Background: an optimization exercise with open tools, aiming at a short achievable clock period and few clock cycles. Do not read the settings as production practice.
Only simulation tests tie the RTL to the original design; equivalence was not proved.
Power is estimated from default activity; no workload was simulated.

Setup of wip/nickel:
## top
module top(input clk, reset, input [31:0] InstrF, readDataM,
           output memWriteM, output [31:0] ALUResultM, writeDataM, pcF);
  reg  [31:0] pcF_r;
  reg         validD, predTakenD;
  reg  [31:0] InstrD, PCD, PCPlus4D, immB_D;
  reg  [31:1] rs1oh, rs2oh;
  reg  [31:0] A_En, B_En, SD_E, altPC_E;    
  reg         fS_L, fS_M;
  reg  [31:0] fwdA_n, fwdB_n;
  reg         addE, subE, sltE, xorE, orE, andE;
  reg         branchE, predTakenE, loadE, storeE, regWriteE;
  reg  [4:0]  rdE;
  reg  [31:0] ALUResultM_r, WD_M;
  reg         memWriteM_r, loadM, regWriteM;
  reg  [4:0]  rdM;
  reg  [31:0] resW;
  reg         regWriteW;
  reg  [4:0]  rdW;
  reg  [31:0] rf [1:31];
  reg  [31:1] weW;     
  assign pcF        = pcF_r;
  reg  [31:0] addrM;
  assign ALUResultM = addrM;
  assign memWriteM  = memWriteM_r;
  assign writeDataM = WD_M;
  wire mispE;
  wire [6:0]  opF   = InstrF[6:0];
  wire        isJF  = (opF == 7'b1101111);
  wire        isBF  = (opF == 7'b1100011);
  wire        predF = isJF | (isBF & ((InstrF[19:15] == InstrF[24:20]) | InstrF[31]));
  wire [31:0] immBF = {{20{InstrF[31]}}, InstrF[7], InstrF[30:25], InstrF[11:8], 1'b0};
  wire [31:0] immJF = {{12{InstrF[31]}}, InstrF[19:12], InstrF[20], InstrF[30:21], 1'b0};
  wire [31:1] rs1ohF, rs2ohF;
  genvar gi;
  generate
    for (gi = 1; gi < 32; gi = gi + 1) begin : g_oh
      assign rs1ohF[gi] = (InstrF[19:15] == gi);
      assign rs2ohF[gi] = (InstrF[24:20] == gi);
    end
  endgenerate
  wire [31:0] targetJF, targetBF;
  add32 u_tJ (.a(pcF_r), .b(immJF), .s(targetJF));
  add32 u_tB (.a(pcF_r), .b(immBF), .s(targetBF));
  wire [31:0] PCPlus4F = pcF_r + 32'd4;
  wire        stallD;
  wire        takeF    = ~stallD & predF;
  wire [31:0] pcOther  = stallD ? pcF_r : PCPlus4F;
  wire [31:0] pcNorm   = ({32{takeF & isJF}} & targetJF) | ({32{takeF & ~isJF}} & targetBF) |
                         ({32{~takeF}} & pcOther);
  wire [31:0] pcNext   = mispE ? altPC_E : pcNorm;
  always @(posedge clk or posedge reset) begin
    if (reset) begin
      pcF_r      <= 32'd0;
      validD     <= 1'b0;
    end else begin
      pcF_r      <= pcNext;
      if (mispE)
        validD <= 1'b0;
      else if (!stallD)
  ...
clock: 8.0 ns
lec_check: 0
cap_margin: 20
cell_pad_in_sites_detail_placement: 0
cell_pad_in_sites_global_placement: 0
core_margin: 2
core_utilization: 60
setup_slack_margin: 5
slew_margin: 20
synth_hierarchical: 1
synth_minimum_keep_size: 0
tns_end_percent: 100
run.sh (not shown) runs the stock make flow with config.mk's settings and CLKGATE_MAP_FILE= SYNTH_SCRIPT=/design/flow/synth_recipe.tcl, a recipe that flattens the netlist after the stock synthesis.
Testbench counts of wip/nickel, summed over its fixed seeds: cycles 19,318.
--- input diff wip/nickel..wip/garnet ---
- a change of CORE_UTILIZATION from 60 to 40
- a change of CELL_PAD_IN_SITES_GLOBAL_PLACEMENT from 0 to 1
- a change of CELL_PAD_IN_SITES_DETAIL_PLACEMENT from 0 to 1
Findings:
Against wip/nickel as the reference, wip/garnet delivers a higher insertion delay to the later sink of the worst-skew pair. Compared with wip/nickel, in wip/garnet fmax up about 2%; clock-buffer cell count picked up an extra about 2.8%; multi-input combinational gate total roughly the same; portion of the clock cycle consumed by the worst path in the final layout went down by 0.84 points. wip/garnet — area of the multi-input gates 490 um2 higher, wip/nickel as reference. wip/garnet: global-route usage lower than wip/nickel. Final instance count without filler cells went up by more than 10% going from wip/nickel to wip/garnet.
[inputs] wip/maple vs wip/garnet
- swapping 20 for 5 in SLEW_MARGIN
- swapping 1 for 0 in CELL_PAD_IN_SITES_DETAIL_PLACEMENT
- swapping 40 for 50 in CORE_UTILIZATION
- swapping 1 for 0 in CELL_PAD_IN_SITES_GLOBAL_PLACEMENT
- swapping 20 for 5 in CAP_MARGIN
Findings:
wip/maple against wip/garnet: wire length decreased 9.5%; combinational power decreased about 5.5%.
Measured against each other, wip/maple and wip/garnet differ in initial antenna violation count, the higher figure coming from wip/garnet.
In wip/maple, area growth from synthesis to layout is lower than in wip/garnet.
Summary of wip/maple over wip/garnet: design area lower, power shrank by 0.00062 W.
Diff wip/garnet -> wip/maple: first-pass GRT wire length decreased by 50000 um relative to the old numbers, via count of the first global-routing pass decreased by about 4.5% relative to the old numbers, count of clock-buffer cells in the layout decreased by 9 relative to the old numbers, portion of total power attributed to combinational logic decreased by 0.7 points relative to the old numbers, worst hold slack after final layout closely matched the old numbers.
Modified inputs, wip/tundra compared to wip/maple
- swapping 5 for 20 in CAP_MARGIN
- swapping 5 for 20 in SLEW_MARGIN
wip/tundra against wip/maple: global-route usage higher, fill cell instance count of the final layout lower, count of max-cap constraint violations roughly the same, clock latency on the worst-skew pair higher, final routed wirelength across all metal layers roughly the same.
Every stage of the flow completed for wip/tundra, and the final layout passed the timing, design-rule and antenna checks.
Compared wip/tundra against wip/maple; total power within noise.
The run with more setup slack is wip/tundra; wip/maple has less.
Status: leakage dissipation parity (wip/maple, wip/tundra)


zinc:
The RTL this note starts from:
==> flow/design.v <==
`timescale 1ns / 1ps
module top(input clk, reset, input [31:0] InstrF, readDataM,
           output memWriteM, output [31:0] ALUResultM, writeDataM, pcF);
  reg  [31:0] pcF_r;
  reg         validD, predTakenD;
  reg  [31:0] InstrD, PCPlus4D, altPC_D;
  reg  [31:1] rs1oh, rs2oh;
  reg  [31:0] A_E, B_E, SD_E, altPC_E;
  reg         fA_M, fB_M, fS_L, fS_M;
  reg         addE, subE, sltE, xorE, orE, andE;
  reg         branchE, predTakenE, loadE, storeE, regWriteE;
  reg  [4:0]  rdE;
  reg  [31:0] ALUResultM_r, WD_M;
  reg         memWriteM_r, loadM, regWriteM;
  reg  [4:0]  rdM;
  reg  [31:0] resW;
  reg         regWriteW;
  reg  [4:0]  rdW;
  reg  [31:0] rf [1:31];
  assign pcF        = pcF_r;
  assign ALUResultM = ALUResultM_r;
  assign memWriteM  = memWriteM_r;
  assign writeDataM = WD_M;
  wire mispE;
  wire [6:0]  opF   = InstrF[6:0];
  wire        isJF  = (opF == 7'b1101111);
  wire        isBF  = (opF == 7'b1100011);
  wire        predF = isJF | (isBF & ((InstrF[19:15] == InstrF[24:20]) | InstrF[31]));
  wire [31:0] immBF = {{20{InstrF[31]}}, InstrF[7], InstrF[30:25], InstrF[11:8], 1'b0};
  wire [31:0] immJF = {{12{InstrF[31]}}, InstrF[19:12], InstrF[20], InstrF[30:21], 1'b0};
  wire [31:1] rs1ohF, rs2ohF;
  genvar gi;
  generate
    for (gi = 1; gi < 32; gi = gi + 1) begin : g_oh
      assign rs1ohF[gi] = (InstrF[19:15] == gi);
      assign rs2ohF[gi] = (InstrF[24:20] == gi);
    end
  endgenerate
  wire [31:0] targetJF, targetBF;
  add32 u_tJ (.a(pcF_r), .b(immJF), .s(targetJF));
  add32 u_tB (.a(pcF_r), .b(immBF), .s(targetBF));
  wire [31:0] targetF  = ({32{isJF}} & targetJF) | ({32{~isJF}} & targetBF);
  wire [31:0] PCPlus4F = pcF_r + 32'd4;
  wire        stallD;
  wire [31:0] pcNext   = mispE ? altPC_E : stallD ? pcF_r : predF ? targetF : PCPlus4F;
  always @(posedge clk or posedge reset) begin
    if (reset) begin
      pcF_r      <= 32'd0;
      validD     <= 1'b0;
    end else begin
      pcF_r      <= pcNext;
      if (mispE)
        validD <= 1'b0;
      else if (!stallD)
        validD <= 1'b1;
    end
  end
  always @(posedge clk) begin
      if (!stallD) begin
        predTakenD <= predF;
        InstrD     <= InstrF;
        PCPlus4D   <= PCPlus4F;
        altPC_D    <= predF ? PCPlus4F : targetF;
        rs1oh      <= rs1ohF;
        rs2oh      <= rs2ohF;
      end
  end
  wire [6:0] op  = InstrD[6:0];
  wire [2:0] f3  = InstrD[14:12];
  wire [4:0] rs1 = InstrD[19:15];
  wire [4:0] rs2 = InstrD[24:20];
  wire [4:0] rd  = InstrD[11:7];
  wire isR = (op == 7'b0110011);
  wire isI = (op == 7'b0010011);
  wire isL = (op == 7'b0000011);
  wire isS = (op == 7'b0100011);
  wire isB = (op == 7'b1100011);
  wire isJ = (op == 7'b1101111);
  wire [31:0] immI = {{20{InstrD[31]}}, InstrD[31:20]};
  wire [31:0] immS = {{20{InstrD[31]}}, InstrD[31:25], InstrD[11:7]};
  wire useA  = isR | isI | isL | isS | isB;
  wire useB  = isR | isB;
  wire useSD = isS;
  wire wrD   = (isR | isI | isL | isJ) & (rd != 5'd0);
  reg  [31:0] rf1, rf2;
  integer k;
  always @(*) begin
    rf1 = 32'd0;
    rf2 = 32'd0;
    for (k = 1; k < 32; k = k + 1) begin
      rf1 = rf1 | ({32{rs1oh[k]}} & rf[k]);
      rf2 = rf2 | ({32{rs2oh[k]}} & rf[k]);
    end
  end
  wire [31:0] rw1 = (regWriteW && rdW == rs1) ? resW : rf1;
  wire [31:0] rw2 = (regWriteW && rdW == rs2) ? resW : rf2;
  wire e1 = regWriteE && rdE == rs1;
  wire e2 = regWriteE && rdE == rs2;
  wire m1 = regWriteM && rdM == rs1;
  wire m2 = regWriteM && rdM == rs2;
  wire [31:0] valM = loadM ? readDataM : ALUResultM_r;
  wire [31:0] rv1 = m1 ? valM : rw1;
  wire [31:0] rv2 = m2 ? valM : rw2;
  assign stallD = validD & loadE & ((useA & e1) | (useB & e2));
  wire goE = validD & ~mispE & ~stallD;
  always @(posedge clk or posedge reset) begin
    if (reset) begin
      branchE <= 1'b0; loadE <= 1'b0; storeE <= 1'b0; regWriteE <= 1'b0;
    end else begin
      branchE   <= goE & isB;
      loadE     <= goE & isL;
      storeE    <= goE & isS;
      regWriteE <= goE & wrD;
    end
  end
  always @(posedge clk) begin
      A_E  <= isJ ? PCPlus4D : rv1;
      B_E  <= useB ? rv2 : isJ ? 32'd0 : isS ? immS : immI;
      SD_E <= rv2;
      altPC_E <= altPC_D;
      fA_M <= useA & e1;
      fB_M <= useB & e2;
      fS_L <= useSD & e2 & loadE;
      fS_M <= useSD & e2 & ~loadE;
      addE <= isL | isS | isJ | ((isR | isI) & f3 == 3'b000 & ~(isR & InstrD[30]));
      subE <= isR & f3 == 3'b000 & InstrD[30];
      sltE <= (isR | isI) & f3 == 3'b010;
      xorE <= (isR | isI) & f3 == 3'b100;
      orE  <= (isR | isI) & f3 == 3'b110;
      andE <= (isR | isI) & f3 == 3'b111;
      predTakenE <= predTakenD;
      rdE  <= rd;
  end
  wire [31:0] srcA = fA_M ? ALUResultM_r : A_E;
  wire [31:0] srcB = fB_M ? ALUResultM_r : B_E;
  wire [31:0] sdE  = ({32{fS_L}} & readDataM) | ({32{fS_M}} & ALUResultM_r) |
                     ({32{~(fS_L | fS_M)}} & SD_E);
  wire [31:0] sum, diff;
  add32 u_sum (.a(srcA), .b(srcB), .s(sum));
  sub32 u_diff (.a(srcA), .b(srcB), .d(diff));
  wire        lt   = (srcA[31] ^ srcB[31]) ? srcA[31] : diff[31];
  wire [31:0] aluE = ({32{addE}} & sum) | ({32{subE}} & diff) |
                     ({32{andE}} & (srcA & srcB)) | ({32{orE}} & (srcA | srcB)) |
                     ({32{xorE}} & (srcA ^ srcB)) | {31'd0, sltE & lt};
  wire        eqMB, eqAM, eqAB;
  eq32 u_eqMB (.a(ALUResultM_r), .b(B_E), .eq(eqMB));
  eq32 u_eqAM (.a(A_E), .b(ALUResultM_r), .eq(eqAM));
  eq32 u_eqAB (.a(A_E), .b(B_E), .eq(eqAB));
  wire        eqE  = fA_M ? (fB_M | eqMB) : fB_M ? eqAM : eqAB;
  assign mispE = branchE & (eqE ^ predTakenE);
  always @(posedge clk or posedge reset) begin
    if (reset) begin
      memWriteM_r <= 1'b0; loadM <= 1'b0; regWriteM <= 1'b0;
    end else begin
      memWriteM_r  <= storeE;
      loadM        <= loadE;
      regWriteM    <= regWriteE;
    end
  end
  always @(posedge clk) begin
      ALUResultM_r <= aluE;
      WD_M         <= sdE;
      rdM          <= rdE;
  end
  integer i;
  always @(posedge clk or posedge reset) begin
    if (reset) begin
      regWriteW <= 1'b0;
      for (i = 1; i < 32; i = i + 1) rf[i] <= 32'd0;
    end else begin
      regWriteW <= regWriteM;
      if (regWriteW) rf[rdW] <= resW;
    end
  end
  always @(posedge clk) begin
      resW      <= loadM ? readDataM : ALUResultM_r;
      rdW       <= rdM;
  end
endmodule
module add32(input [31:0] a, b, output [31:0] s);
  assign s = a + b;
endmodule
module sub32(input [31:0] a, b, output [31:0] d);
  assign d = a - b;
endmodule
module eq32(input [31:0] a, b, output eq);
  assign eq = (a == b);
endmodule
clock: 8.0 ns
lec_check: 0
cap_margin: 20
cell_pad_in_sites_detail_placement: 2
cell_pad_in_sites_global_placement: 2
core_margin: 2
core_utilization: 50
place_density: 0.7
setup_slack_margin: 5
slew_margin: 20
synth_hierarchical: 1
synth_minimum_keep_size: 0
tns_end_percent: 100
The log for zinc ends in clock tree synthesis (4_1_cts) with error DPL-0033, so the run never completed.
Testbench counts of zinc, summed over its fixed seeds: cycles 19,318.
Changes in violet relative to zinc:
- changing CORE_UTILIZATION from 50 to 30
- removing PLACE_DENSITY (formerly 0.7)
### Flow results
Of zinc and violet, only zinc never reached the final stage. Post-CTS resize count, violet vs zinc: down by a few percent. Diff zinc..violet | area share of fa/ha/maj cells after synthesis | unchanged. violet vs zinc — post-place instance area rose 2.4%. What violet reported for number of core rows has to be multiplied by 0.78 to get the figure for zinc. | post-placement setup slack | violet vs zinc | better |. In the flow results for zinc and violet, the die height is smaller on zinc. Reported for zinc and violet, TritonCTS sink count turned out identical to the last digit. Diff zinc..violet | mean instance size in the synthesized netlist | unchanged. violet vs zinc — number of buffers inserted during clock tree synthesis climbed by a few percent. Diff zinc..violet | synthesized cell count | negligible.

-- what the ideal ports hide --
Ports are ideal in the flow. The routed layouts listed here were re-timed in OpenROAD.
Step 1: set_driving_cell puts a clkbuf_16 on clk and a buf_2 on each other input, an assumption about the parent block.
Step 2 also shifts input and output timing later by t, the mid clock arrival at the registers, as if the neighbouring blocks saw the same clock.
a / b / c = ideal / step 1 / step 2; a / b = the first two.
run | shift t [ns] | slack for setup (ns) | worst hold slack (ns) | clock arrival spread, ns | slew at the worst register clock pin (ns)
wip/nickel | 0.901 | 4.720 / 4.760 / 3.860 | 0.392 / 0.392 / 0.392 | 0.042 / 0.043 | 0.07 / 0.07
wip/garnet | 0.947 | 4.787 / 4.819 / 3.880 | 0.393 / 0.393 / 0.393 | 0.046 / 0.046 | 0.07 / 0.07
wip/maple | 0.897 | 4.764 / 4.751 / 3.854 | 0.394 / 0.394 / 0.394 | 0.057 / 0.057 | 0.07 / 0.07
wip/tundra | 0.910 | 4.788 / 4.790 / 3.880 | 0.394 / 0.394 / 0.394 | 0.060 / 0.059 | 0.07 / 0.07
violet | 0.936 | 4.353 / 4.353 / 3.570 | 0.341 / 0.341 / 0.341 | 0.049 / 0.049 | 0.08 / 0.08
After both steps setup and hold are still met in every run listed. The setup slack of wip/maple, which loses most, moves by -0.013 ns with the drivers and by -0.910 ns with both steps.
